Background: an optimization exercise with open tools, aiming at small area, a short achievable clock period and few clock cycles. Do not read the settings as production practice.
RTL that was checked went through simulation tests only; none was proved equivalent to the original.
The RTL of run 3 was laid out without a check of its function.

`flow/run.sh`:
```
#!/bin/bash
# synth_recipe.tcl (not shown) runs the flow's synth.tcl, then flattens the netlist and writes it again
# the make line also repeats each setting of config.mk as NAME=value (left out here)
make -C /OpenROAD-flow-scripts/flow DESIGN_CONFIG=/design/flow/config.mk WORK_HOME=/design/flow/orfs CLKGATE_MAP_FILE= SYNTH_SCRIPT=/design/flow/synth_recipe.tcl finish
```
`flow/config.mk`:
```
export PLATFORM = sky130hd
export DESIGN_NAME = geofence
export DESIGN_NICKNAME = geofence
export VERILOG_FILES = /design/flow/design.v
export SDC_FILE = /design/flow/constraint.sdc
export NUM_CORES = 4
export LEC_CHECK = 0
export CAP_MARGIN = 20
export CORE_MARGIN = 2
export CORE_UTILIZATION = 40
export SETUP_SLACK_MARGIN = 5
export SLEW_MARGIN = 20
export SYNTH_HIERARCHICAL = 1
export SYNTH_MINIMUM_KEEP_SIZE = 0
```
`flow/constraint.sdc`:
```
create_clock -name core_clock -period 10.0 [get_ports {clk}]
set_input_delay 2.0000 -clock core_clock [delete_from_list [all_inputs] [get_ports {clk}]]
set_output_delay 2.0000 -clock core_clock [all_outputs]
set_load 0.01 [all_outputs]
```
`flow/design.v`:
```
module geofence (clk, reset, X, Y, valid, is_inside);
input clk;
input reset;
input [9:0] X;
input [9:0] Y;
output reg valid;
output reg is_inside;
reg [3:0] ph;
reg [9:0] rx, ry;                  
reg vxs, vys;                      
reg [9:0] vxm, vym;                
reg vz;                            
reg axs, ays, bxs, bys;            
reg [9:0] axm, aym, bxm, bym;
reg deg;                           
reg ins;                           
wire [10:0] dx = {1'b0, X} - {1'b0, rx};
wire [10:0] dy = {1'b0, Y} - {1'b0, ry};
wire [9:0] dxm = (dx[9:0] ^ {10{dx[10]}}) + {9'd0, dx[10]};
wire [9:0] dym = (dy[9:0] ^ {10{dy[10]}}) + {9'd0, dy[10]};
wire vxz = ~|vxm;
wire vyz = ~|vym;
wire a1 = axs ^ vys, a2 = ays ^ vxs;
wire b1 = bxs ^ vys, b2 = bys ^ vxs;
wire az = (~|axm | vyz) & (~|aym | vxz);
wire bz = (~|bxm | vyz) & (~|bym | vxz);
wire ta, tb;
geofence_xsign ua (.p(axm), .q(vym), .r(aym), .t(vxm), .c(~a1), .neg(ta));
geofence_xsign ub (.p(bxm), .q(vym), .r(bym), .t(vxm), .c(b1), .neg(tb));
wire a_le = (a1 == a2) ? ta ^ a1 : a1 | az;     
wire b_ge = (b1 == b2) ? ~(tb ^ b1) : ~b1 | bz;  
wire opp = (axs ^ vxs) | (ays ^ vys);
wire hit = vz | (a_le & b_ge & (~deg | opp));
wire new_a = a_le & ~b_ge;
wire new_b = ~a_le & b_ge;
wire first = (ph == 4'd2);
wire ins_nx = first ? vz : (ins | hit);
always @(posedge clk or posedge reset) begin
    if (reset) begin
        ph <= 4'd0;
        valid <= 1'b0;
    end else begin
        valid <= (ph == 4'd7);
        ph <= (ph == 4'd8) ? 4'd0 : ph + 4'd1;
    end
end
always @(posedge clk) begin
    if (ph == 4'd0) begin
        rx <= X;
        ry <= Y;
    end
    vxs <= dx[10];
    vys <= dy[10];
    vxm <= dxm;
    vym <= dym;
    vz <= (X == rx) & (Y == ry);
    if (first | new_a) begin
        axs <= vxs; ays <= vys; axm <= vxm; aym <= vym;
    end
    if (first | new_b) begin
        bxs <= vxs; bys <= vys; bxm <= vxm; bym <= vym;
    end
    deg <= first | (deg & ~new_a & ~new_b);
    ins <= ins_nx;
    if (ph == 4'd7)
        is_inside <= ins_nx;
end
endmodule
module geofence_xsign (p, q, r, t, c, neg);
input [9:0] p, q, r, t;
input c;
output neg;
wire n1 = (p[0] & q[0]);
wire n2 = ~(r[0] & t[0]);
wire n3 = ~c;
wire n4 = (p[0] & q[1]);
wire n5 = ~(r[0] & t[1]);
wire n6 = (p[1] & q[0]);
wire n7 = ~(r[1] & t[0]);
wire n8 = (p[0] & q[2]);
wire n9 = ~(r[0] & t[2]);
wire n10 = (p[1] & q[1]);
wire n11 = ~(r[1] & t[1]);
wire n12 = (p[2] & q[0]);
wire n13 = ~(r[2] & t[0]);
wire n14 = (p[0] & q[3]);
wire n15 = ~(r[0] & t[3]);
wire n16 = (p[1] & q[2]);
wire n17 = ~(r[1] & t[2]);
wire n18 = (p[2] & q[1]);
wire n19 = ~(r[2] & t[1]);
wire n20 = (p[3] & q[0]);
wire n21 = ~(r[3] & t[0]);
wire n22 = (p[0] & q[4]);
wire n23 = ~(r[0] & t[4]);
wire n24 = (p[1] & q[3]);
wire n25 = ~(r[1] & t[3]);
wire n26 = (p[2] & q[2]);
wire n27 = ~(r[2] & t[2]);
wire n28 = (p[3] & q[1]);
wire n29 = ~(r[3] & t[1]);
wire n30 = (p[4] & q[0]);
wire n31 = ~(r[4] & t[0]);
wire n32 = (p[0] & q[5]);
wire n33 = ~(r[0] & t[5]);
wire n34 = (p[1] & q[4]);
wire n35 = ~(r[1] & t[4]);
wire n36 = (p[2] & q[3]);
wire n37 = ~(r[2] & t[3]);
wire n38 = (p[3] & q[2]);
wire n39 = ~(r[3] & t[2]);
wire n40 = (p[4] & q[1]);
wire n41 = ~(r[4] & t[1]);
wire n42 = (p[5] & q[0]);
wire n43 = ~(r[5] & t[0]);
wire n44 = (p[0] & q[6]);
wire n45 = ~(r[0] & t[6]);
wire n46 = (p[1] & q[5]);
wire n47 = ~(r[1] & t[5]);
wire n48 = (p[2] & q[4]);
wire n49 = ~(r[2] & t[4]);
wire n50 = (p[3] & q[3]);
wire n51 = ~(r[3] & t[3]);
wire n52 = (p[4] & q[2]);
wire n53 = ~(r[4] & t[2]);
wire n54 = (p[5] & q[1]);
wire n55 = ~(r[5] & t[1]);
wire n56 = (p[6] & q[0]);
wire n57 = ~(r[6] & t[0]);
wire n58 = (p[0] & q[7]);
wire n59 = ~(r[0] & t[7]);
wire n60 = (p[1] & q[6]);
wire n61 = ~(r[1] & t[6]);
wire n62 = (p[2] & q[5]);
wire n63 = ~(r[2] & t[5]);
wire n64 = (p[3] & q[4]);
wire n65 = ~(r[3] & t[4]);
wire n66 = (p[4] & q[3]);
wire n67 = ~(r[4] & t[3]);
wire n68 = (p[5] & q[2]);
wire n69 = ~(r[5] & t[2]);
wire n70 = (p[6] & q[1]);
wire n71 = ~(r[6] & t[1]);
wire n72 = (p[7] & q[0]);
wire n73 = ~(r[7] & t[0]);
wire n74 = (p[0] & q[8]);
wire n75 = ~(r[0] & t[8]);
wire n76 = (p[1] & q[7]);
wire n77 = ~(r[1] & t[7]);
wire n78 = (p[2] & q[6]);
wire n79 = ~(r[2] & t[6]);
wire n80 = (p[3] & q[5]);
wire n81 = ~(r[3] & t[5]);
wire n82 = (p[4] & q[4]);
wire n83 = ~(r[4] & t[4]);
wire n84 = (p[5] & q[3]);
wire n85 = ~(r[5] & t[3]);
wire n86 = (p[6] & q[2]);
wire n87 = ~(r[6] & t[2]);
wire n88 = (p[7] & q[1]);
wire n89 = ~(r[7] & t[1]);
wire n90 = (p[8] & q[0]);
wire n91 = ~(r[8] & t[0]);
wire n92 = (p[0] & q[9]);
wire n93 = ~(r[0] & t[9]);
wire n94 = (p[1] & q[8]);
wire n95 = ~(r[1] & t[8]);
wire n96 = (p[2] & q[7]);
wire n97 = ~(r[2] & t[7]);
wire n98 = (p[3] & q[6]);
wire n99 = ~(r[3] & t[6]);
wire n100 = (p[4] & q[5]);
wire n101 = ~(r[4] & t[5]);
wire n102 = (p[5] & q[4]);
wire n103 = ~(r[5] & t[4]);
wire n104 = (p[6] & q[3]);
wire n105 = ~(r[6] & t[3]);
wire n106 = (p[7] & q[2]);
wire n107 = ~(r[7] & t[2]);
wire n108 = (p[8] & q[1]);
wire n109 = ~(r[8] & t[1]);
wire n110 = (p[9] & q[0]);
wire n111 = ~(r[9] & t[0]);
wire n112 = (p[1] & q[9]);
wire n113 = ~(r[1] & t[9]);
wire n114 = (p[2] & q[8]);
wire n115 = ~(r[2] & t[8]);
wire n116 = (p[3] & q[7]);
wire n117 = ~(r[3] & t[7]);
wire n118 = (p[4] & q[6]);
wire n119 = ~(r[4] & t[6]);
wire n120 = (p[5] & q[5]);
wire n121 = ~(r[5] & t[5]);
wire n122 = (p[6] & q[4]);
wire n123 = ~(r[6] & t[4]);
wire n124 = (p[7] & q[3]);
wire n125 = ~(r[7] & t[3]);
wire n126 = (p[8] & q[2]);
wire n127 = ~(r[8] & t[2]);
wire n128 = (p[9] & q[1]);
wire n129 = ~(r[9] & t[1]);
wire n130 = (p[2] & q[9]);
wire n131 = ~(r[2] & t[9]);
wire n132 = (p[3] & q[8]);
wire n133 = ~(r[3] & t[8]);
wire n134 = (p[4] & q[7]);
wire n135 = ~(r[4] & t[7]);
wire n136 = (p[5] & q[6]);
wire n137 = ~(r[5] & t[6]);
wire n138 = (p[6] & q[5]);
wire n139 = ~(r[6] & t[5]);
wire n140 = (p[7] & q[4]);
wire n141 = ~(r[7] & t[4]);
wire n142 = (p[8] & q[3]);
wire n143 = ~(r[8] & t[3]);
wire n144 = (p[9] & q[2]);
wire n145 = ~(r[9] & t[2]);
wire n146 = (p[3] & q[9]);
wire n147 = ~(r[3] & t[9]);
wire n148 = (p[4] & q[8]);
wire n149 = ~(r[4] & t[8]);
wire n150 = (p[5] & q[7]);
wire n151 = ~(r[5] & t[7]);
wire n152 = (p[6] & q[6]);
wire n153 = ~(r[6] & t[6]);
wire n154 = (p[7] & q[5]);
wire n155 = ~(r[7] & t[5]);
wire n156 = (p[8] & q[4]);
wire n157 = ~(r[8] & t[4]);
wire n158 = (p[9] & q[3]);
wire n159 = ~(r[9] & t[3]);
wire n160 = (p[4] & q[9]);
wire n161 = ~(r[4] & t[9]);
wire n162 = (p[5] & q[8]);
wire n163 = ~(r[5] & t[8]);
wire n164 = (p[6] & q[7]);
wire n165 = ~(r[6] & t[7]);
wire n166 = (p[7] & q[6]);
wire n167 = ~(r[7] & t[6]);
wire n168 = (p[8] & q[5]);
wire n169 = ~(r[8] & t[5]);
wire n170 = (p[9] & q[4]);
wire n171 = ~(r[9] & t[4]);
wire n172 = (p[5] & q[9]);
wire n173 = ~(r[5] & t[9]);
wire n174 = (p[6] & q[8]);
wire n175 = ~(r[6] & t[8]);
wire n176 = (p[7] & q[7]);
wire n177 = ~(r[7] & t[7]);
wire n178 = (p[8] & q[6]);
wire n179 = ~(r[8] & t[6]);
wire n180 = (p[9] & q[5]);
wire n181 = ~(r[9] & t[5]);
wire n182 = (p[6] & q[9]);
wire n183 = ~(r[6] & t[9]);
wire n184 = (p[7] & q[8]);
wire n185 = ~(r[7] & t[8]);
wire n186 = (p[8] & q[7]);
wire n187 = ~(r[8] & t[7]);
wire n188 = (p[9] & q[6]);
wire n189 = ~(r[9] & t[6]);
wire n190 = (p[7] & q[9]);
wire n191 = ~(r[7] & t[9]);
wire n192 = (p[8] & q[8]);
wire n193 = ~(r[8] & t[8]);
wire n194 = (p[9] & q[7]);
wire n195 = ~(r[9] & t[7]);
wire n196 = (p[8] & q[9]);
wire n197 = ~(r[8] & t[9]);
wire n198 = (p[9] & q[8]);
wire n199 = ~(r[9] & t[8]);
wire n200 = (p[9] & q[9]);
wire n201 = ~(r[9] & t[9]);
wire n202, n203;
geofence_fa fn202 (.a(n92), .b(n93), .c(n94), .s(n202), .co(n203));
wire n204 = n112 ^ n113;
wire n205 = n112 & n113;
wire n206, n207;
geofence_fa fn206 (.a(n44), .b(n45), .c(n46), .s(n206), .co(n207));
wire n208, n209;
geofence_fa fn208 (.a(n58), .b(n59), .c(n60), .s(n208), .co(n209));
wire n210, n211;
geofence_fa fn210 (.a(n61), .b(n62), .c(n63), .s(n210), .co(n211));
wire n212 = n64 ^ n65;
wire n213 = n64 & n65;
wire n214, n215;
geofence_fa fn214 (.a(n74), .b(n75), .c(n76), .s(n214), .co(n215));
wire n216, n217;
geofence_fa fn216 (.a(n77), .b(n78), .c(n79), .s(n216), .co(n217));
wire n218, n219;
geofence_fa fn218 (.a(n80), .b(n81), .c(n82), .s(n218), .co(n219));
wire n220, n221;
geofence_fa fn220 (.a(n83), .b(n84), .c(n85), .s(n220), .co(n221));
wire n222 = n86 ^ n87;
wire n223 = n86 & n87;
wire n224, n225;
geofence_fa fn224 (.a(n95), .b(n96), .c(n97), .s(n224), .co(n225));
wire n226, n227;
geofence_fa fn226 (.a(n98), .b(n99), .c(n100), .s(n226), .co(n227));
wire n228, n229;
geofence_fa fn228 (.a(n101), .b(n102), .c(n103), .s(n228), .co(n229));
wire n230, n231;
geofence_fa fn230 (.a(n104), .b(n105), .c(n106), .s(n230), .co(n231));
wire n232, n233;
geofence_fa fn232 (.a(n107), .b(n108), .c(n109), .s(n232), .co(n233));
wire n234 = n110 ^ n111;
wire n235 = n110 & n111;
wire n236, n237;
geofence_fa fn236 (.a(n114), .b(n115), .c(n116), .s(n236), .co(n237));
wire n238, n239;
geofence_fa fn238 (.a(n117), .b(n118), .c(n119), .s(n238), .co(n239));
wire n240, n241;
geofence_fa fn240 (.a(n120), .b(n121), .c(n122), .s(n240), .co(n241));
wire n242, n243;
geofence_fa fn242 (.a(n123), .b(n124), .c(n125), .s(n242), .co(n243));
wire n244, n245;
geofence_fa fn244 (.a(n126), .b(n127), .c(n128), .s(n244), .co(n245));
wire n246 = ~(n129 ^ n203);
wire n247 = n129 | n203;
wire n248, n249;
geofence_fa fn248 (.a(n130), .b(n131), .c(n132), .s(n248), .co(n249));
wire n250, n251;
geofence_fa fn250 (.a(n133), .b(n134), .c(n135), .s(n250), .co(n251));
wire n252, n253;
geofence_fa fn252 (.a(n136), .b(n137), .c(n138), .s(n252), .co(n253));
wire n254, n255;
geofence_fa fn254 (.a(n139), .b(n140), .c(n141), .s(n254), .co(n255));
wire n256, n257;
geofence_fa fn256 (.a(n142), .b(n143), .c(n144), .s(n256), .co(n257));
wire n258, n259;
geofence_fa fn258 (.a(n146), .b(n147), .c(n148), .s(n258), .co(n259));
wire n260, n261;
geofence_fa fn260 (.a(n149), .b(n150), .c(n151), .s(n260), .co(n261));
wire n262, n263;
geofence_fa fn262 (.a(n152), .b(n153), .c(n154), .s(n262), .co(n263));
wire n264, n265;
geofence_fa fn264 (.a(n160), .b(n161), .c(n162), .s(n264), .co(n265));
wire n266, n267;
geofence_fa fn266 (.a(n22), .b(n23), .c(n24), .s(n266), .co(n267));
wire n268, n269;
geofence_fa fn268 (.a(n32), .b(n33), .c(n34), .s(n268), .co(n269));
wire n270, n271;
geofence_fa fn270 (.a(n35), .b(n36), .c(n37), .s(n270), .co(n271));
wire n272 = n38 ^ n39;
wire n273 = n38 & n39;
wire n274, n275;
geofence_fa fn274 (.a(n47), .b(n48), .c(n49), .s(n274), .co(n275));
wire n276, n277;
geofence_fa fn276 (.a(n50), .b(n51), .c(n52), .s(n276), .co(n277));
wire n278, n279;
geofence_fa fn278 (.a(n53), .b(n54), .c(n55), .s(n278), .co(n279));
wire n280 = n56 ^ n57;
wire n281 = n56 & n57;
wire n282, n283;
geofence_fa fn282 (.a(n66), .b(n67), .c(n68), .s(n282), .co(n283));
wire n284, n285;
geofence_fa fn284 (.a(n69), .b(n70), .c(n71), .s(n284), .co(n285));
wire n286 = ~(n72 ^ n73);
wire n287 = n72 | n73;
wire n288, n289;
geofence_fa fn288 (.a(n207), .b(n208), .c(n210), .s(n288), .co(n289));
wire n290, n291;
geofence_fa fn290 (.a(n88), .b(n89), .c(n90), .s(n290), .co(n291));
wire n292 = ~(n91 ^ n209);
wire n293 = n91 | n209;
wire n294, n295;
geofence_fa fn294 (.a(n211), .b(n213), .c(n214), .s(n294), .co(n295));
wire n296, n297;
geofence_fa fn296 (.a(n216), .b(n218), .c(n220), .s(n296), .co(n297));
wire n298 = ~(n202 ^ n215);
wire n299 = n202 | n215;
wire n300, n301;
geofence_fa fn300 (.a(n217), .b(n219), .c(n221), .s(n300), .co(n301));
wire n302, n303;
geofence_fa fn302 (.a(n223), .b(n224), .c(n226), .s(n302), .co(n303));
wire n304, n305;
geofence_fa fn304 (.a(n228), .b(n230), .c(n232), .s(n304), .co(n305));
wire n306, n307;
geofence_fa fn306 (.a(n204), .b(n225), .c(n227), .s(n306), .co(n307));
wire n308, n309;
geofence_fa fn308 (.a(n229), .b(n231), .c(n233), .s(n308), .co(n309));
wire n310, n311;
geofence_fa fn310 (.a(n235), .b(n236), .c(n238), .s(n310), .co(n311));
wire n312, n313;
geofence_fa fn312 (.a(n240), .b(n242), .c(n244), .s(n312), .co(n313));
wire n314, n315;
geofence_fa fn314 (.a(n145), .b(n205), .c(n237), .s(n314), .co(n315));
wire n316, n317;
geofence_fa fn316 (.a(n239), .b(n241), .c(n243), .s(n316), .co(n317));
wire n318, n319;
geofence_fa fn318 (.a(n245), .b(n247), .c(n248), .s(n318), .co(n319));
wire n320, n321;
geofence_fa fn320 (.a(n250), .b(n252), .c(n254), .s(n320), .co(n321));
wire n322, n323;
geofence_fa fn322 (.a(n155), .b(n156), .c(n157), .s(n322), .co(n323));
wire n324, n325;
geofence_fa fn324 (.a(n158), .b(n159), .c(n249), .s(n324), .co(n325));
wire n326, n327;
geofence_fa fn326 (.a(n251), .b(n253), .c(n255), .s(n326), .co(n327));
wire n328, n329;
geofence_fa fn328 (.a(n257), .b(n258), .c(n260), .s(n328), .co(n329));
wire n330, n331;
geofence_fa fn330 (.a(n163), .b(n164), .c(n165), .s(n330), .co(n331));
wire n332, n333;
geofence_fa fn332 (.a(n166), .b(n167), .c(n168), .s(n332), .co(n333));
wire n334, n335;
geofence_fa fn334 (.a(n169), .b(n170), .c(n171), .s(n334), .co(n335));
wire n336, n337;
geofence_fa fn336 (.a(n259), .b(n261), .c(n263), .s(n336), .co(n337));
wire n338, n339;
geofence_fa fn338 (.a(n172), .b(n173), .c(n174), .s(n338), .co(n339));
wire n340, n341;
geofence_fa fn340 (.a(n175), .b(n176), .c(n177), .s(n340), .co(n341));
wire n342, n343;
geofence_fa fn342 (.a(n178), .b(n179), .c(n180), .s(n342), .co(n343));
wire n344, n345;
geofence_fa fn344 (.a(n182), .b(n183), .c(n184), .s(n344), .co(n345));
wire n346 = n8 ^ n9;
wire n347 = n8 & n9;
wire n348, n349;
geofence_fa fn348 (.a(n14), .b(n15), .c(n16), .s(n348), .co(n349));
wire n350, n351;
geofence_fa fn350 (.a(n17), .b(n18), .c(n19), .s(n350), .co(n351));
wire n352, n353;
geofence_fa fn352 (.a(n25), .b(n26), .c(n27), .s(n352), .co(n353));
wire n354, n355;
geofence_fa fn354 (.a(n28), .b(n29), .c(n30), .s(n354), .co(n355));
wire n356 = ~n31;
wire n357 = n31;
wire n358, n359;
geofence_fa fn358 (.a(n40), .b(n41), .c(n42), .s(n358), .co(n359));
wire n360 = ~(n43 ^ n267);
wire n361 = n43 | n267;
wire n362, n363;
geofence_fa fn362 (.a(n268), .b(n270), .c(n272), .s(n362), .co(n363));
wire n364 = ~(n206 ^ n269);
wire n365 = n206 | n269;
wire n366, n367;
geofence_fa fn366 (.a(n271), .b(n273), .c(n274), .s(n366), .co(n367));
wire n368, n369;
geofence_fa fn368 (.a(n276), .b(n278), .c(n280), .s(n368), .co(n369));
wire n370, n371;
geofence_fa fn370 (.a(n212), .b(n275), .c(n277), .s(n370), .co(n371));
wire n372, n373;
geofence_fa fn372 (.a(n279), .b(n281), .c(n282), .s(n372), .co(n373));
wire n374, n375;
geofence_fa fn374 (.a(n284), .b(n286), .c(n288), .s(n374), .co(n375));
wire n376, n377;
geofence_fa fn376 (.a(n222), .b(n283), .c(n285), .s(n376), .co(n377));
wire n378, n379;
geofence_fa fn378 (.a(n287), .b(n289), .c(n290), .s(n378), .co(n379));
wire n380, n381;
geofence_fa fn380 (.a(n292), .b(n294), .c(n296), .s(n380), .co(n381));
wire n382, n383;
geofence_fa fn382 (.a(n234), .b(n291), .c(n293), .s(n382), .co(n383));
wire n384, n385;
geofence_fa fn384 (.a(n295), .b(n297), .c(n298), .s(n384), .co(n385));
wire n386, n387;
geofence_fa fn386 (.a(n300), .b(n302), .c(n304), .s(n386), .co(n387));
wire n388, n389;
geofence_fa fn388 (.a(n246), .b(n299), .c(n301), .s(n388), .co(n389));
wire n390, n391;
geofence_fa fn390 (.a(n303), .b(n305), .c(n306), .s(n390), .co(n391));
wire n392, n393;
geofence_fa fn392 (.a(n308), .b(n310), .c(n312), .s(n392), .co(n393));
wire n394, n395;
geofence_fa fn394 (.a(n256), .b(n307), .c(n309), .s(n394), .co(n395));
wire n396, n397;
geofence_fa fn396 (.a(n311), .b(n313), .c(n314), .s(n396), .co(n397));
wire n398, n399;
geofence_fa fn398 (.a(n316), .b(n318), .c(n320), .s(n398), .co(n399));
wire n400, n401;
geofence_fa fn400 (.a(n262), .b(n315), .c(n317), .s(n400), .co(n401));
wire n402, n403;
geofence_fa fn402 (.a(n319), .b(n321), .c(n322), .s(n402), .co(n403));
wire n404, n405;
geofence_fa fn404 (.a(n324), .b(n326), .c(n328), .s(n404), .co(n405));
wire n406, n407;
geofence_fa fn406 (.a(n264), .b(n323), .c(n325), .s(n406), .co(n407));
wire n408, n409;
geofence_fa fn408 (.a(n327), .b(n329), .c(n330), .s(n408), .co(n409));
wire n410, n411;
geofence_fa fn410 (.a(n332), .b(n334), .c(n336), .s(n410), .co(n411));
wire n412, n413;
geofence_fa fn412 (.a(n181), .b(n265), .c(n331), .s(n412), .co(n413));
wire n414, n415;
geofence_fa fn414 (.a(n333), .b(n335), .c(n337), .s(n414), .co(n415));
wire n416, n417;
geofence_fa fn416 (.a(n338), .b(n340), .c(n342), .s(n416), .co(n417));
wire n418, n419;
geofence_fa fn418 (.a(n185), .b(n186), .c(n187), .s(n418), .co(n419));
wire n420, n421;
geofence_fa fn420 (.a(n188), .b(n189), .c(n339), .s(n420), .co(n421));
wire n422, n423;
geofence_fa fn422 (.a(n341), .b(n343), .c(n344), .s(n422), .co(n423));
wire n424, n425;
geofence_fa fn424 (.a(n190), .b(n191), .c(n192), .s(n424), .co(n425));
wire n426, n427;
geofence_fa fn426 (.a(n193), .b(n194), .c(n195), .s(n426), .co(n427));
wire n428 = n4 ^ n5;
wire n429 = n4 & n5;
wire n430, n431;
geofence_fa fn430 (.a(n10), .b(n11), .c(n12), .s(n430), .co(n431));
wire n432 = ~n13;
wire n433 = n13;
wire n434 = ~(n20 ^ n21);
wire n435 = n20 | n21;
wire n436, n437;
geofence_fa fn436 (.a(n347), .b(n348), .c(n350), .s(n436), .co(n437));
wire n438, n439;
geofence_fa fn438 (.a(n266), .b(n349), .c(n351), .s(n438), .co(n439));
wire n440, n441;
geofence_fa fn440 (.a(n352), .b(n354), .c(n356), .s(n440), .co(n441));
wire n442, n443;
geofence_fa fn442 (.a(n353), .b(n355), .c(n357), .s(n442), .co(n443));
wire n444, n445;
geofence_fa fn444 (.a(n358), .b(n360), .c(n362), .s(n444), .co(n445));
wire n446, n447;
geofence_fa fn446 (.a(n359), .b(n361), .c(n363), .s(n446), .co(n447));
wire n448, n449;
geofence_fa fn448 (.a(n364), .b(n366), .c(n368), .s(n448), .co(n449));
wire n450, n451;
geofence_fa fn450 (.a(n365), .b(n367), .c(n369), .s(n450), .co(n451));
wire n452, n453;
geofence_fa fn452 (.a(n370), .b(n372), .c(n374), .s(n452), .co(n453));
wire n454, n455;
geofence_fa fn454 (.a(n371), .b(n373), .c(n375), .s(n454), .co(n455));
wire n456, n457;
geofence_fa fn456 (.a(n376), .b(n378), .c(n380), .s(n456), .co(n457));
wire n458, n459;
geofence_fa fn458 (.a(n377), .b(n379), .c(n381), .s(n458), .co(n459));
wire n460, n461;
geofence_fa fn460 (.a(n382), .b(n384), .c(n386), .s(n460), .co(n461));
wire n462, n463;
geofence_fa fn462 (.a(n383), .b(n385), .c(n387), .s(n462), .co(n463));
wire n464, n465;
geofence_fa fn464 (.a(n388), .b(n390), .c(n392), .s(n464), .co(n465));
wire n466, n467;
geofence_fa fn466 (.a(n389), .b(n391), .c(n393), .s(n466), .co(n467));
wire n468, n469;
geofence_fa fn468 (.a(n394), .b(n396), .c(n398), .s(n468), .co(n469));
wire n470, n471;
geofence_fa fn470 (.a(n395), .b(n397), .c(n399), .s(n470), .co(n471));
wire n472, n473;
geofence_fa fn472 (.a(n400), .b(n402), .c(n404), .s(n472), .co(n473));
wire n474, n475;
geofence_fa fn474 (.a(n401), .b(n403), .c(n405), .s(n474), .co(n475));
wire n476, n477;
geofence_fa fn476 (.a(n406), .b(n408), .c(n410), .s(n476), .co(n477));
wire n478, n479;
geofence_fa fn478 (.a(n407), .b(n409), .c(n411), .s(n478), .co(n479));
wire n480, n481;
geofence_fa fn480 (.a(n412), .b(n414), .c(n416), .s(n480), .co(n481));
wire n482, n483;
geofence_fa fn482 (.a(n413), .b(n415), .c(n417), .s(n482), .co(n483));
wire n484, n485;
geofence_fa fn484 (.a(n418), .b(n420), .c(n422), .s(n484), .co(n485));
wire n486, n487;
geofence_fa fn486 (.a(n345), .b(n419), .c(n421), .s(n486), .co(n487));
wire n488, n489;
geofence_fa fn488 (.a(n423), .b(n424), .c(n426), .s(n488), .co(n489));
wire n490, n491;
geofence_fa fn490 (.a(n196), .b(n197), .c(n198), .s(n490), .co(n491));
wire n492, n493;
geofence_fa fn492 (.a(n199), .b(n425), .c(n427), .s(n492), .co(n493));
wire n494 = n6 ^ n7;
wire n495 = n6 & n7;
wire n496, n497;
geofence_fa fn496 (.a(n346), .b(n429), .c(n430), .s(n496), .co(n497));
wire n498, n499;
geofence_fa fn498 (.a(n431), .b(n433), .c(n434), .s(n498), .co(n499));
wire n500, n501;
geofence_fa fn500 (.a(n435), .b(n437), .c(n438), .s(n500), .co(n501));
wire n502, n503;
geofence_fa fn502 (.a(n439), .b(n441), .c(n442), .s(n502), .co(n503));
wire n504, n505;
geofence_fa fn504 (.a(n443), .b(n445), .c(n446), .s(n504), .co(n505));
wire n506, n507;
geofence_fa fn506 (.a(n447), .b(n449), .c(n450), .s(n506), .co(n507));
wire n508, n509;
geofence_fa fn508 (.a(n451), .b(n453), .c(n454), .s(n508), .co(n509));
wire n510, n511;
geofence_fa fn510 (.a(n455), .b(n457), .c(n458), .s(n510), .co(n511));
wire n512, n513;
geofence_fa fn512 (.a(n459), .b(n461), .c(n462), .s(n512), .co(n513));
wire n514, n515;
geofence_fa fn514 (.a(n463), .b(n465), .c(n466), .s(n514), .co(n515));
wire n516, n517;
geofence_fa fn516 (.a(n467), .b(n469), .c(n470), .s(n516), .co(n517));
wire n518, n519;
geofence_fa fn518 (.a(n471), .b(n473), .c(n474), .s(n518), .co(n519));
wire n520, n521;
geofence_fa fn520 (.a(n475), .b(n477), .c(n478), .s(n520), .co(n521));
wire n522, n523;
geofence_fa fn522 (.a(n479), .b(n481), .c(n482), .s(n522), .co(n523));
wire n524, n525;
geofence_fa fn524 (.a(n483), .b(n485), .c(n486), .s(n524), .co(n525));
wire n526, n527;
geofence_fa fn526 (.a(n487), .b(n489), .c(n490), .s(n526), .co(n527));
wire n528, n529;
geofence_fa fn528 (.a(n200), .b(n201), .c(n491), .s(n528), .co(n529));
wire n530 = n1 ^ n2;
wire n531 = n1 & n2;
wire n532 = ~(n428 ^ n494);
wire n533 = n428 | n494;
wire n534, n535;
geofence_fa fn534 (.a(n432), .b(n495), .c(n496), .s(n534), .co(n535));
wire n536, n537;
geofence_fa fn536 (.a(n436), .b(n497), .c(n498), .s(n536), .co(n537));
wire n538, n539;
geofence_fa fn538 (.a(n440), .b(n499), .c(n500), .s(n538), .co(n539));
wire n540, n541;
geofence_fa fn540 (.a(n444), .b(n501), .c(n502), .s(n540), .co(n541));
wire n542, n543;
geofence_fa fn542 (.a(n448), .b(n503), .c(n504), .s(n542), .co(n543));
wire n544, n545;
geofence_fa fn544 (.a(n452), .b(n505), .c(n506), .s(n544), .co(n545));
wire n546, n547;
geofence_fa fn546 (.a(n456), .b(n507), .c(n508), .s(n546), .co(n547));
wire n548, n549;
geofence_fa fn548 (.a(n460), .b(n509), .c(n510), .s(n548), .co(n549));
wire n550, n551;
geofence_fa fn550 (.a(n464), .b(n511), .c(n512), .s(n550), .co(n551));
wire n552, n553;
geofence_fa fn552 (.a(n468), .b(n513), .c(n514), .s(n552), .co(n553));
wire n554, n555;
geofence_fa fn554 (.a(n472), .b(n515), .c(n516), .s(n554), .co(n555));
wire n556, n557;
geofence_fa fn556 (.a(n476), .b(n517), .c(n518), .s(n556), .co(n557));
wire n558, n559;
geofence_fa fn558 (.a(n480), .b(n519), .c(n520), .s(n558), .co(n559));
wire n560, n561;
geofence_fa fn560 (.a(n484), .b(n521), .c(n522), .s(n560), .co(n561));
wire n562, n563;
geofence_fa fn562 (.a(n488), .b(n523), .c(n524), .s(n562), .co(n563));
wire n564, n565;
geofence_fa fn564 (.a(n492), .b(n525), .c(n526), .s(n564), .co(n565));
wire n566, n567;
geofence_fa fn566 (.a(n493), .b(n527), .c(n528), .s(n566), .co(n567));
wire [20:0] ra = {1'b1, n529, n565, n563, n561, n559, n557, n555, n553, n551, n549, n547, n545, n543, n541, n539, n537, n535, n533, n531, n3};
wire [20:0] rb = {1'b0, n567, n566, n564, n562, n560, n558, n556, n554, n552, n550, n548, n546, n544, n542, n540, n538, n536, n534, n532, n530};
wire [20:0] sum = ra + rb;
assign neg = sum[20];
endmodule
module geofence_fa (a, b, c, s, co);
input a, b, c;
output s, co;
assign s = a ^ b ^ c;
assign co = (a & b) | (a & c) | (b & c);
endmodule
```
==> out/qor.yml, run 1 <==
placement:
  postPlaceCellArea_mm2: 0.01551
  hpwl_um: 26800
  io_buffers: 23
  place.gp.congestion: 0.8167
sta:
  max_freq_mhz: 169.7
  fin_crit_sh_pct: 58.93
  maxSlewViolCount: 0
  rsz0062_at_grt: "true"
  finalSetupViolations: 0
  fin_tns_setup_ps: 0
  hold_viol: 0
  slew_headroom_pct: 43.89
  clock_skew_ps: 6.318
  worst_pin_slew_ps: 839.6
  period_needed_ps: 5893
  holdWs_ps: 468.6
min_path:
  hold_class: "flip-flop to flip-flop"
  min_path_cells: 1
setup_path:
  crit_path_top_delay_cell: "fa_2"
  cp.required_ps: 10080
  cp_cell_sequence: "and2_4 > fa_2 > inv_2 > ha_4 > inv_2 > fa_2 > fa_2 > fa_2 > fa_1 > fa_1 > ha_1 > nand4_1 > nor2_1 > a221o_2 > a211oi_4 > o21ai_2 > a31oi_4 > a31oi_1 > a21o_1 > a21o_1"
  reg2regPathDepth: 20
  crit_fanout: 6
  cp.depth: 20
  crit_family: "adder cells"
  cp_common_cell: "fa_2"
  cp-start-kind: "flip-flop"
  max_stage_delay_ps: 550
  crit_arrival_ps: 5980
  end_kind: "flip-flop"
  critPathKind: "flip-flop to flip-flop"
  crit_buf_inv: 2
route:
  drc_errors: 0
  wl_um: 39340
  drt-initial-drc-count: 539
  first_pass_iters: 5
  ant_nets: 0
  vias: 10300
  wire_per_inst_um: 20.47
  vias_per_cell: 5.361
synthesis:
  yosysWarnings: 7
  synth_cell_types: 57
  syn_inst: 1324
  synthFlopType: "edfxtp_1"
  ys_top_cells_by_count: "fa_1, nand2_1, and2_1, ha_1, inv_1"
  synth_top_area_share_pct: 44.87
  yosys-top-cells-area: "fa_1, edfxtp_1, and2_1"
  synth_edf_count: 65
  ys_ff_latch: 95
  post-synth-top-count-cell: "fa_1"
  async_flop_share_pct: 5.263
  synthesis.nets: 1773
  yosysTopAreaCell: "fa_1"
  ys_seq_area_share_pct: 17.61
  avgSynthCellArea_um2: 11.05
  syn_area_mm2: 0.01464
cells_and_area:
  final_layout_size_suffix_gt1_share_pct: 20.08
  nFillCells: 3228
  nNetsFinal: 1898
  postLayoutCellArea_mm2: 0.01732
  areaGrowthSynthToFinish_pct: 18.37
  n_antenna_cell: 0
clock_network:
  cts_root_buf: "clkbuf_16"
  clk_latency_ps: 340
  h-tree-depth: 3
  cts_tree: "done"
  cts_inserted_buffers: 9
  cts_buffer_depth: 2
  path_clk_slew_ps: 70
  cts.sinks: 95
die:
  fp.coreArea_mm2: 0.03635
  die-area_mm2: 0.03813
  row_count: 70
  top_level_ports: 24
  start_util_pct: 40.27
  die_h_um: 195.3
  die_x_um: 195.3
global_route:
  grtUsageTotal_pct: 21.75
  grt_pass1_wl_um: 63690
  grt_overflow: 0
  grt_antenna_before_repair: 1
  grt_pass1_vias: 11700
  grt_max_degree: 24
run:
  max_cap_viol_count: 0
status:
  status: "timing/DRC/antenna clean"
## repair_timing
action / CTS / global route
buffers inserted: 101 / 13
pin swaps: 42 / 26
setup endpoints to repair: 49 / 51
hold buffers: 0 / 0
cloned: 5 / 1
resized for setup: 105 / 40
## Yosys stat by module (local to each module, per instance)
module	cells	flops+latches	cell area, µm²	copies in the design
geofence	370	95	4468	1
geofence_xsign	314	0	1820	2
geofence_fa	1	0	20.02	326
## stage by stage
stage	util [%]	setup WS, ps	cells
detailed placement	42.69	3392	1786
global route	47.66	3963	1922
floorplan	-	4490	1324
global placement	42.69	3556	1786
finish	47.66	4107	1922
CTS	46.92	4105	1908
## cell type report
cell class | instances | area (µm²) | area share (%)
sequential | 95 | 2605 | 15.04
inverter | 90 | 342.8 | 1.979
clock buffer | 12 | 236.5 | 1.365
multi-input combinational | 1100 | 12080 | 69.70
tap | 468 | 585.6 | 3.380
clock inverter | 4 | 23.77 | 0.1372
timing repair buffer | 153 | 1455 | 8.400
## final timing paths
check,start,to,slack [ps]
worst min-delay path,vz,ins,470
max in group asynchronous,reset,ph[2],7950
worst max register to register,bxm[0],is_inside,4110
worst max-delay path,bxm[0],is_inside,4110
min in group asynchronous,reset,valid,1870
worst min register to register,vz,ins,470
## layout by cell type, fill, tap and decap left out, types with 16 or more instances in the layout
master	synthesis	layout
fa_1	328	280
nand2_1	226	220
and2_1	207	180
buf_4	1	104
ha_1	99	93
inv_1	87	83
edfxtp_1	65	65
fa_2	0	48
nor2_1	30	29
and2_4	0	27
xnor2_1	26	26
a21oi_1	29	24
clkdlybuf4s50_1	0	23
xor2_1	16	16
## flip-flops by register name, indices dropped and copies added (netlist names)
register,flops
aym,10
rx,10
vys,1
vym,10
vxm,10
ins,1
bxs,1
ph,4
vxs,1
vz,1
valid,1
deg,1
bym,10
axm,10
axs,1
is_inside,1
ays,1
bys,1
ry,10
bxm,10
## worst register-to-register path, cell delays in order, from the launching register on
cell,delay (ps)
edfxtp_1,510
and2_4,200
fa_2,380
inv_2,80
ha_4,130
inv_2,40
fa_2,550
fa_2,460
fa_2,380
fa_1,510
fa_1,410
ha_1,290
nand4_1,150
nor2_1,60
a221o_2,390
a211oi_4,270
o21ai_2,110
a31oi_4,270
a31oi_1,80
a21o_1,190
a21o_1,210
## cells by family after synthesis
family | after synthesis | share of synthesized area [%]
compound gates | 96 | 4.480
buf+inv | 133 | 3.505
mux | 1 | 0.06840
simple gates | 527 | 18.16
flops | 95 | 17.61
fa+ha+maj | 427 | 53.33
xor+xnor | 45 | 2.847
## metal layers
metal / global-route usage, % / up-vias / routed length, µm / share of wire [%]
met1: 28.31 / 5309 / 15920 / 40
met4: 8.538 / 0 / 1435 / 3.6
met2: 37.05 / 379 / 19410 / 49
li1: - / 4511 / - / -
met3: 2.884 / 105 / 2577 / 6.6
met5: 0 / - / 0 / 0
Testbench counts, summed over its fixed seeds: cycles 21,600.
==> inputs of run 2 (changes only) <==
--- a/flow/config.mk
+++ b/flow/config.mk
@@ -8,7 +8,7 @@
 export CAP_MARGIN = 20
 export CORE_MARGIN = 2
 export CORE_UTILIZATION = 40
-export SETUP_SLACK_MARGIN = 5
+export SETUP_SLACK_MARGIN = 4
 export SLEW_MARGIN = 20
 export SYNTH_HIERARCHICAL = 1
 export SYNTH_MINIMUM_KEEP_SIZE = 0
==> out/qor.yml, run 2 <==
die:
  die-area_mm2: 0.03813  # unchanged
  start_util_pct: 40.27  # unchanged
  top_level_ports: 24  # unchanged
  die_x_um: 195.3  # unchanged
  die_h_um: 195.3  # unchanged
  fp.coreArea_mm2: 0.03635  # unchanged
  row_count: 70  # unchanged
placement:
  io_buffers: 23  # unchanged
  hpwl_um: 27540  # was 26800 µm
  postPlaceCellArea_mm2: 0.01544  # was 0.01551 mm²
  place.gp.congestion: 0.8516  # was 0.8167
sta:
  worst_pin_slew_ps: 788.3  # was 839.6 ps
  period_needed_ps: 5991  # was 5893 ps
  hold_viol: 0  # unchanged
  rsz0062_at_grt: "true"  # unchanged
  maxSlewViolCount: 0  # unchanged
  fin_tns_setup_ps: 0  # unchanged
  clock_skew_ps: 9.091  # was 6.318 ps
  slew_headroom_pct: 47.32  # was 43.89%
  finalSetupViolations: 0  # unchanged
  max_freq_mhz: 166.9  # was 169.7 MHz
  fin_crit_sh_pct: 59.91  # was 58.93%
  holdWs_ps: 495.3  # was 468.6 ps
setup_path:
  end_kind: "flip-flop"  # unchanged
  critPathKind: "flip-flop to flip-flop"  # unchanged
  crit_path_top_delay_cell: "edfxtp_1"  # was fa_2
  crit_buf_inv: 3  # was 2
  cp_common_cell: "fa_1"  # was fa_2
  crit_arrival_ps: 6050  # was 5980 ps
  crit_fanout: 7  # was 6
  cp-start-kind: "flip-flop"  # unchanged
  cp.required_ps: 10060  # was 10080 ps
  cp_cell_sequence: "and2_1 > fa_1 > fa_1 > fa_1 > fa_1 > fa_1 > fa_1 > ha_1 > nand4_1 > nor2_1 > a221o_2 > a211oi_4 > nand2_1 > o21ai_2 > a31oi_4 > buf_6 > buf_6 > o21ai_4 > clkbuf_16"  # was and2_4 > fa_2 > inv_2 > ha_4 > inv_2 > fa_2 > fa_2 > fa_2 > fa_1 > fa_1 > ha_1 > nand4_1 > nor2_1 > a221o_2 > a211oi_4 > o21ai_2 > a31oi_4 > a31oi_1 > a21o_1 > a21o_1
  crit_family: "adder cells"  # unchanged
  max_stage_delay_ps: 560  # was 550 ps
cells_and_area:
  nFillCells: 3281  # was 3228
  multi_input_area_mm2: 0.01197  # was 0.01208 mm²
  n_antenna_cell: 0  # unchanged
  areaGrowthSynthToFinish_pct: 17.52  # was 18.37%
  layout_common_cells: "fa_1, nand2_1, and2_1"  # unchanged
  final_layout_size_suffix_gt1_share_pct: 17.25  # was 20.08%
  postLayoutCellArea_mm2: 0.01720  # was 0.01732 mm²
  register_area_mm2: 0.002608  # was 0.002605 mm²
  nNetsFinal: 1893  # was 1898
  final_common_cell: "fa_1"  # unchanged
synthesis:
  ys_top_cells_by_count: "fa_1, nand2_1, and2_1, ha_1, inv_1"  # unchanged
  async_flop_share_pct: 5.263  # unchanged
  synthFlopType: "edfxtp_1"  # unchanged
  ys_ff_latch: 95  # unchanged
  syn_area_mm2: 0.01464  # unchanged
  synth_top_area_share_pct: 44.87  # unchanged
  yosysTopAreaCell: "fa_1"  # unchanged
  synth_edf_count: 65  # unchanged
  synth_cell_types: 57  # unchanged
  yosysWarnings: 7  # unchanged
  avgSynthCellArea_um2: 11.05  # unchanged
  ys_seq_area_share_pct: 17.61  # unchanged
  syn_inst: 1324  # unchanged
  synthesis.nets: 1773  # unchanged
  yosys-top-cells-area: "fa_1, edfxtp_1, and2_1"  # unchanged
  post-synth-top-count-cell: "fa_1"  # unchanged
global_route:
  grt_antenna_before_repair: 0  # was 1
  grt_pass1_vias: 11660  # was 11.70k
  grt_max_degree: 24  # unchanged
  grt_overflow: 0  # unchanged
  grtUsageTotal_pct: 21.26  # was 21.75%
  grt_pass1_wl_um: 62840  # was 63690 µm
clock_network:
  cts_root_buf: "clkbuf_16"  # unchanged
  h-tree-depth: 3  # unchanged
  cts_tree: "done"  # unchanged
  path_clk_slew_ps: 60  # was 70 ps
  cts_hold_buf: 0  # unchanged
  cts_inserted_buffers: 9  # unchanged
  cts_buffer_depth: 2  # unchanged
  cts.sinks: 95  # unchanged
  clk_latency_ps: 350  # was 340 ps
route:
  wl_um: 38770  # was 39340 µm
  drt-initial-drc-count: 839  # was 539
  vias_per_cell: 5.396  # was 5.361
  wire_per_inst_um: 20.23  # was 20.47 µm
  first_pass_iters: 5  # unchanged
  vias: 10340  # was 10.30k
  drc_errors: 0  # unchanged
  ant_nets: 0  # unchanged
min_path:
  hold_class: "flip-flop to flip-flop"  # unchanged
status:
  status: "timing/DRC/antenna clean"  # unchanged
run:
  max_cap_viol_count: 0  # unchanged
[run 2: per-layer routing]
layer	up-vias	GRT usage (%)	routed length, µm
li1	4493	-	-
met1	5340	27.72	15910
met2	420	36.14	19050
met3	91	4.041	2772
met4	0	6.390	1037
met5	-	0	0
[run 2: what timing repair did]
| action | CTS | global route |
|---|---|---|
| resized for setup | 46 | 108 |
| pin swaps | 6 | 21 |
| endpoints found under the setup margin | 47 | 47 |
| setup buffers | 84 | 21 |
| gates cloned | 2 | 2 |
[run 2: modules after synthesis (local to each module, per instance)]
module	flip-flops and latches	cells inside	copies in the design	cell area, µm²
geofence	95	370	1	4468
geofence_fa	0	1	326	20.02
geofence_xsign	0	314	2	1820
[run 2: stage by stage]
step	cells	util [%]	setup slack, ps
6_report	1917	47.32	4009
5_1_grt	1917	47.32	3892
4_1_cts	1894	45.56	4000
3_5_place_dp	1792	42.47	2771
3_3_place_gp	1792	42.47	2728
2_1_floorplan	1324	-	3972
[run 2: tightest hold or removal path: cells and delay by family, from the launching register on]
| family | cells | cell delay, ps |
|---|---|---|
| DFF | 1 | 320 |
| buffers and inverters | 1 | 50 |
| AOI/OAI and AO/OA | 1 | 80 |
[run 2: final cells by class]
type                            instances  share of cell area [%]
Multi-Input combinational cell       1098                   69.61
Sequential cell                        95                   15.16
Timing Repair Buffer                  150                   8.199
Tap cell                              468                   3.405
Inverter                               90                   1.979
Clock buffer                           13                   1.397
Clock inverter                          3                  0.2546
[run 2: worst paths after layout]
check	startpoint	end	slack, ps	cells past startpoint
hold / removal	deg	deg	500	2
min in group asynchronous	reset	ph[0]	1850	2
hold reg to reg	deg	deg	500	2
max in group asynchronous	reset	ph[1]	7980	2
setup reg to reg	bxm[6]	bxm[4]	4010	19
setup / recovery	bxm[6]	bxm[4]	4010	19
[run 2: cell families (layout without fill, tap and decap cells)]
logic type / count (synthesis) / count (layout) / synth area share (%)
flip-flops: 95 / 95 / 17.61
adder cells (fa/ha/maj): 427 / 427 / 53.33
AO/OA/AOI/OAI: 96 / 97 / 4.480
buffers and inverters: 133 / 256 / 3.505
AND/OR/NAND/NOR: 527 / 528 / 18.16
XOR/XNOR: 45 / 45 / 2.847
multiplexers: 1 / 1 / 0.06840
==> inputs of run 3 (changes only) <==
--- a/flow/design.v
+++ b/flow/design.v
@@ -639,8 +639,85 @@
 geofence_fa fn566 (.a(n493), .b(n527), .c(n528), .s(n566), .co(n567));
 wire [20:0] ra = {1'b1, n529, n565, n563, n561, n559, n557, n555, n553, n551, n549, n547, n545, n543, n541, n539, n537, n535, n533, n531, n3};
 wire [20:0] rb = {1'b0, n567, n566, n564, n562, n560, n558, n556, n554, n552, n550, n548, n546, n544, n542, n540, n538, n536, n534, n532, n530};
-wire [20:0] sum = ra + rb;
-assign neg = sum[20];
+wire n568 = ra[0] & rb[0];
+wire n569 = ra[0] | rb[0];
+wire n570 = ra[1] & rb[1];
+wire n571 = ra[1] | rb[1];
+wire n572 = ra[2] & rb[2];
+wire n573 = ra[2] | rb[2];
+wire n574 = ra[3] & rb[3];
+wire n575 = ra[3] | rb[3];
+wire n576 = ra[4] & rb[4];
+wire n577 = ra[4] | rb[4];
+wire n578 = ra[5] & rb[5];
+wire n579 = ra[5] | rb[5];
+wire n580 = ra[6] & rb[6];
+wire n581 = ra[6] | rb[6];
+wire n582 = ra[7] & rb[7];
+wire n583 = ra[7] | rb[7];
+wire n584 = ra[8] & rb[8];
+wire n585 = ra[8] | rb[8];
+wire n586 = ra[9] & rb[9];
+wire n587 = ra[9] | rb[9];
+wire n588 = ra[10] & rb[10];
+wire n589 = ra[10] | rb[10];
+wire n590 = ra[11] & rb[11];
+wire n591 = ra[11] | rb[11];
+wire n592 = ra[12] & rb[12];
+wire n593 = ra[12] | rb[12];
+wire n594 = ra[13] & rb[13];
+wire n595 = ra[13] | rb[13];
+wire n596 = ra[14] & rb[14];
+wire n597 = ra[14] | rb[14];
+wire n598 = ra[15] & rb[15];
+wire n599 = ra[15] | rb[15];
+wire n600 = ra[16] & rb[16];
+wire n601 = ra[16] | rb[16];
+wire n602 = ra[17] & rb[17];
+wire n603 = ra[17] | rb[17];
+wire n604 = ra[18] & rb[18];
+wire n605 = ra[18] | rb[18];
+wire n606 = ra[19] & rb[19];
+wire n607 = ra[19] | rb[19];
+wire n608 = n570 | (n571 & n568);
+wire n609 = n571 & n569;
+wire n610 = n574 | (n575 & n572);
+wire n611 = n575 & n573;
+wire n612 = n578 | (n579 & n576);
+wire n613 = n579 & n577;
+wire n614 = n582 | (n583 & n580);
+wire n615 = n583 & n581;
+wire n616 = n586 | (n587 & n584);
+wire n617 = n587 & n585;
+wire n618 = n590 | (n591 & n588);
+wire n619 = n591 & n589;
+wire n620 = n594 | (n595 & n592);
+wire n621 = n595 & n593;
+wire n622 = n598 | (n599 & n596);
+wire n623 = n599 & n597;
+wire n624 = n602 | (n603 & n600);
+wire n625 = n603 & n601;
+wire n626 = n606 | (n607 & n604);
+wire n627 = n607 & n605;
+wire n628 = n610 | (n611 & n608);
+wire n629 = n611 & n609;
+wire n630 = n614 | (n615 & n612);
+wire n631 = n615 & n613;
+wire n632 = n618 | (n619 & n616);
+wire n633 = n619 & n617;
+wire n634 = n622 | (n623 & n620);
+wire n635 = n623 & n621;
+wire n636 = n626 | (n627 & n624);
+wire n637 = n627 & n625;
+wire n638 = n630 | (n631 & n628);
+wire n639 = n631 & n629;
+wire n640 = n634 | (n635 & n632);
+wire n641 = n635 & n633;
+wire n642 = n640 | (n641 & n638);
+wire n643 = n641 & n639;
+wire n644 = n636 | (n637 & n642);
+wire n645 = n637 & n643;
+assign neg = ra[20] ^ rb[20] ^ n644;
 endmodule
 module geofence_fa (a, b, c, s, co);
 input a, b, c;
--- a/flow/config.mk
+++ b/flow/config.mk
@@ -8,7 +8,7 @@
 export CAP_MARGIN = 20
 export CORE_MARGIN = 2
 export CORE_UTILIZATION = 40
-export SETUP_SLACK_MARGIN = 4
+export SETUP_SLACK_MARGIN = 5
 export SLEW_MARGIN = 20
 export SYNTH_HIERARCHICAL = 1
 export SYNTH_MINIMUM_KEEP_SIZE = 0
==> out/qor.yml, run 3 <==
sta:
  finalSetupViolations: 0  # unchanged
  fin_crit_sh_pct: 58.02  # was 59.91%
  hold_viol: 0  # unchanged
  rsz0062_at_grt: "true"  # unchanged
  slew_headroom_pct: 42.54  # was 47.32%
  period_needed_ps: 5802  # was 5991 ps
  clock_skew_ps: 8.852  # was 9.091 ps
  max_freq_mhz: 172.4  # was 166.9 MHz
  fin_tns_setup_ps: 0  # unchanged
  worst_pin_slew_ps: 850.7  # was 788.3 ps
  maxSlewViolCount: 0  # unchanged
global_route:
  top_usage_layer: "met2"  # unchanged
  grt_pass1_vias: 11820  # was 11.66k
  grtUsageTotal_pct: 22.47  # was 21.26%
  grt_max_degree: 24  # unchanged
  met3_usage_pct: 3.121  # was 4.041%
  grt_overflow: 0  # unchanged
  grt_use_met2_pct: 37.47  # was 36.14%
  grt_pass1_wl_um: 65530  # was 62840 µm
  grt_antenna_before_repair: 2  # was 0
  use_met1_pct: 30.80  # was 27.72%
die:
  start_util_pct: 40.51  # was 40.27%
  die_x_um: 193.6  # was 195.3 µm
  fp.coreArea_mm2: 0.03548  # was 0.03635 mm²
  die-area_mm2: 0.03746  # was 0.03813 mm²
  die_h_um: 193.6  # was 195.3 µm
  top_level_ports: 24  # unchanged
  row_count: 69  # was 70
route:
  vias: 10440  # was 10.34k
  drc_errors: 0  # unchanged
  drt-initial-drc-count: 769  # was 839
  vias_per_cell: 5.475  # was 5.396
  wl_um: 40490  # was 38770 µm
  ant_nets: 0  # unchanged
  wire_per_inst_um: 21.23  # was 20.23 µm
  first_pass_iters: 4  # was 5
clock_network:
  cts.sinks: 95  # unchanged
  h-tree-depth: 3  # unchanged
  cts_root_buf: "clkbuf_16"  # unchanged
  cts_tree: "done"  # unchanged
  path_clk_slew_ps: 70  # was 60 ps
  clk_latency_ps: 340  # was 350 ps
  cts_buffer_depth: 2  # unchanged
  cts_inserted_buffers: 9  # unchanged
synthesis:
  ys_ff_latch: 95  # unchanged
  post-synth-top-count-cell: "fa_1"  # unchanged
  avgSynthCellArea_um2: 10.92  # was 11.05 µm²
  async_flop_share_pct: 5.263  # unchanged
  synth_cell_types: 63  # was 57
  yosysTopAreaCell: "fa_1"  # unchanged
  ys_seq_area_share_pct: 17.93  # was 17.61%
  syn_area_mm2: 0.01437  # was 0.01464 mm²
  ys_top_cells_by_count: "fa_1, nand2_1, and2_1, inv_1, edfxtp_1"  # was fa_1, nand2_1, and2_1, ha_1, inv_1
  synth_top_area_share_pct: 45.69  # was 44.87%
  yosys-top-cells-area: "fa_1, edfxtp_1, and2_1"  # unchanged
  syn_inst: 1316  # was 1324
  synthesis.nets: 1727  # was 1773
  synthFlopType: "edfxtp_1"  # unchanged
  synth_edf_count: 65  # unchanged
  yosysWarnings: 7  # unchanged
cells_and_area:
  layout_common_cells: "fa_1, nand2_1, and2_1"  # unchanged
  areaGrowthSynthToFinish_pct: 17.56  # was 17.52%
  nFillCells: 3189  # was 3281
  final_common_cell: "fa_1"  # unchanged
  n_antenna_cell: 0  # unchanged
  post-route-util_pct: 47.62  # was 47.32%
  nNetsFinal: 1852  # was 1893
  final_layout_size_suffix_gt1_share_pct: 18.12  # was 17.25%
setup_path:
  r2r_end: "bym[3]"  # was bxm[4]
  reg2regPathDepth: 20  # was 19
  r2r_slack_ps: 4200  # was 4010 ps
  cp.required_ps: 10060  # about the same
  crit_arrival_ps: 5860  # was 6050 ps
  crit_fanout: 6  # was 7
  critPathKind: "flip-flop to flip-flop"  # unchanged
  cp_cell_sequence: "buf_4 > buf_4 > and2_1 > fa_1 > fa_1 > fa_1 > fa_1 > fa_1 > fa_2 > o21ai_0 > o31ai_1 > o2bb2ai_2 > a31oi_2 > buf_4 > nand2b_4 > a21oi_2 > a31oi_4 > buf_12 > o21ai_4 > buf_6"  # was and2_1 > fa_1 > fa_1 > fa_1 > fa_1 > fa_1 > fa_1 > ha_1 > nand4_1 > nor2_1 > a221o_2 > a211oi_4 > nand2_1 > o21ai_2 > a31oi_4 > buf_6 > buf_6 > o21ai_4 > clkbuf_16
  crit_path_top_delay_cell: "fa_1"  # was edfxtp_1
  max_stage_delay_ps: 600  # was 560 ps
  end_kind: "flip-flop"  # unchanged
  cp_common_cell: "fa_1"  # unchanged
  r2r-start: "axm[1]"  # was bxm[6]
  cp-start-kind: "flip-flop"  # unchanged
min_path:
  hp-start: "vz"  # was deg
  hold_class: "flip-flop to flip-flop"  # unchanged
  min_path_cells: 1  # was 2
  min_to: "ins"  # was deg
run:
  max_cap_viol_count: 0  # unchanged
status:
  status: "timing/DRC/antenna clean"  # unchanged
placement:
  io_buffers: 23  # unchanged
  place.gp.congestion: 0.8270  # was 0.8516
  hpwl_um: 27020  # was 27540 µm
## run 3: changes by cell type after synthesis, sizes merged, moves of 4 or more
cell     change
ha          -38
nor2        +20
a21oi        -8
a31oi        +8
o22ai        +8
a22oi        +6
nand4        -6
a211oi       -4
a2bb2oi      +4
nand2        -4
## run 3: stage by stage
step | hold slack (ps) | instances | setup slack (ps) | cell area, µm²
floorplan | 397.0 | 1316 | 4735 | 14560
detailed placement | 455.7 | 1771 | 3495 | 15250
global route | 502.1 | 1907 | 4023 | 16900
global placement | 455.2 | 1771 | 3555 | 15250
finish | 466.7 | 1907 | 4198 | 16900
CTS | 474.3 | 1891 | 4231 | 16660
## run 3: Yosys stat by module, one instance, submodules excluded
| module | times used | area [µm²] |
|---|---|---|
| geofence | 1 | 4468 |
| geofence_xsign | 2 | 1689 |
| geofence_fa | 326 | 20.02 |
## run 3: timing repair
| item | CTS | global route |
|---|---|---|
| buffers inserted | 100 | 16 |
| pin swaps | 37 | 30 |
| cloned | 4 | 0 |
| setup endpoints to repair | 48 | 51 |
| hold buffers | 0 | 0 |
| gates resized for setup | 73 | 32 |
## run 3: worst max-delay path: cells and delay by family (launching register included)
family | cells | cell delay (ps)
adder cells (fa/ha/maj) | 6 | 2850
AO/OA/AOI/OAI | 7 | 1130
buffers and inverters | 5 | 780
flip-flops | 1 | 440
AND/OR/NAND/NOR | 2 | 290
## run 3: cells by family after synthesis
kind of cell	count (synthesis)	share of synthesized area (%)
muxes	1	0.06965
DFF	95	17.93
xor gates and xnor gates	45	2.899
buffers and inverters	131	3.500
adders and majority gates	391	51.15
AOI/OAI and AO/OA	120	5.989
and+or+nand+nor	533	18.46
## run 3: area by class of cell
| cell class | instances | area (µm²) | share of cell area [%] |
|---|---|---|---|
| clock buffers | 10 | 239.0 | 1.414 |
| repair buffers | 154 | 1403 | 8.301 |
| flip-flops and latches | 95 | 2608 | 15.43 |
| clock inverters | 6 | 66.31 | 0.3925 |
| multi-input cells | 1093 | 11670 | 69.08 |
| well taps | 461 | 576.8 | 3.414 |
| inverters | 88 | 332.8 | 1.970 |
## run 3: metal layers
| layer | up-vias | share of wire [%] |
|---|---|---|
| met4 | 2 | 2.7 |
| met5 | - | 0.032 |
| met3 | 85 | 8.4 |
| li1 | 4492 | - |
| met2 | 487 | 48 |
| met1 | 5374 | 41 |
## run 3: worst max path at each step
stage                      start  endpoint  slack, ps
after floorplan           axm[1]    axm[0]       4740
after global placement    vxm[9]    bxm[8]       3550
after detailed placement  vxm[9]    bym[8]       3490
after CTS                 axm[1]    aym[3]       4230
after global routing      axm[1]    bym[3]       4020
final                     axm[1]    bym[3]       4200

[port drivers added, routing unchanged]
Ports are ideal in the flow. The routed layouts listed here were re-timed in OpenROAD. Step 1 (the two cells are an assumption about what drives the block):
set clk [get_ports {clk}]
set_driving_cell -lib_cell sky130_fd_sc_hd__clkbuf_16 $clk
set_driving_cell -lib_cell sky130_fd_sc_hd__buf_2 [delete_from_list [all_inputs] $clk]
Step 2, shift: input delay + t, output delay - t, t = (earliest + latest rising clock arrival at the registers) / 2. This alone moves slack from input paths to output paths. Three values: ideal ports, drivers, drivers and shift; two values: the first two.
| run | t, ns | slack for setup (ns) | hold WS [ns] | worst register clock-pin slew, ns |
|---|---|---|---|---|
| run 1 | 0.376 | 4.107 / 4.107 / 4.107 | 0.469 / 0.469 / 0.469 | 0.07 / 0.07 |
| run 2 | 0.384 | 4.009 / 4.009 / 4.009 | 0.495 / 0.495 / 0.495 | 0.06 / 0.06 |
| run 3 | 0.369 | 4.198 / 4.198 / 4.198 | 0.467 / 0.467 / 0.467 | 0.07 / 0.07 |
After both steps setup and hold are still met in every run listed.
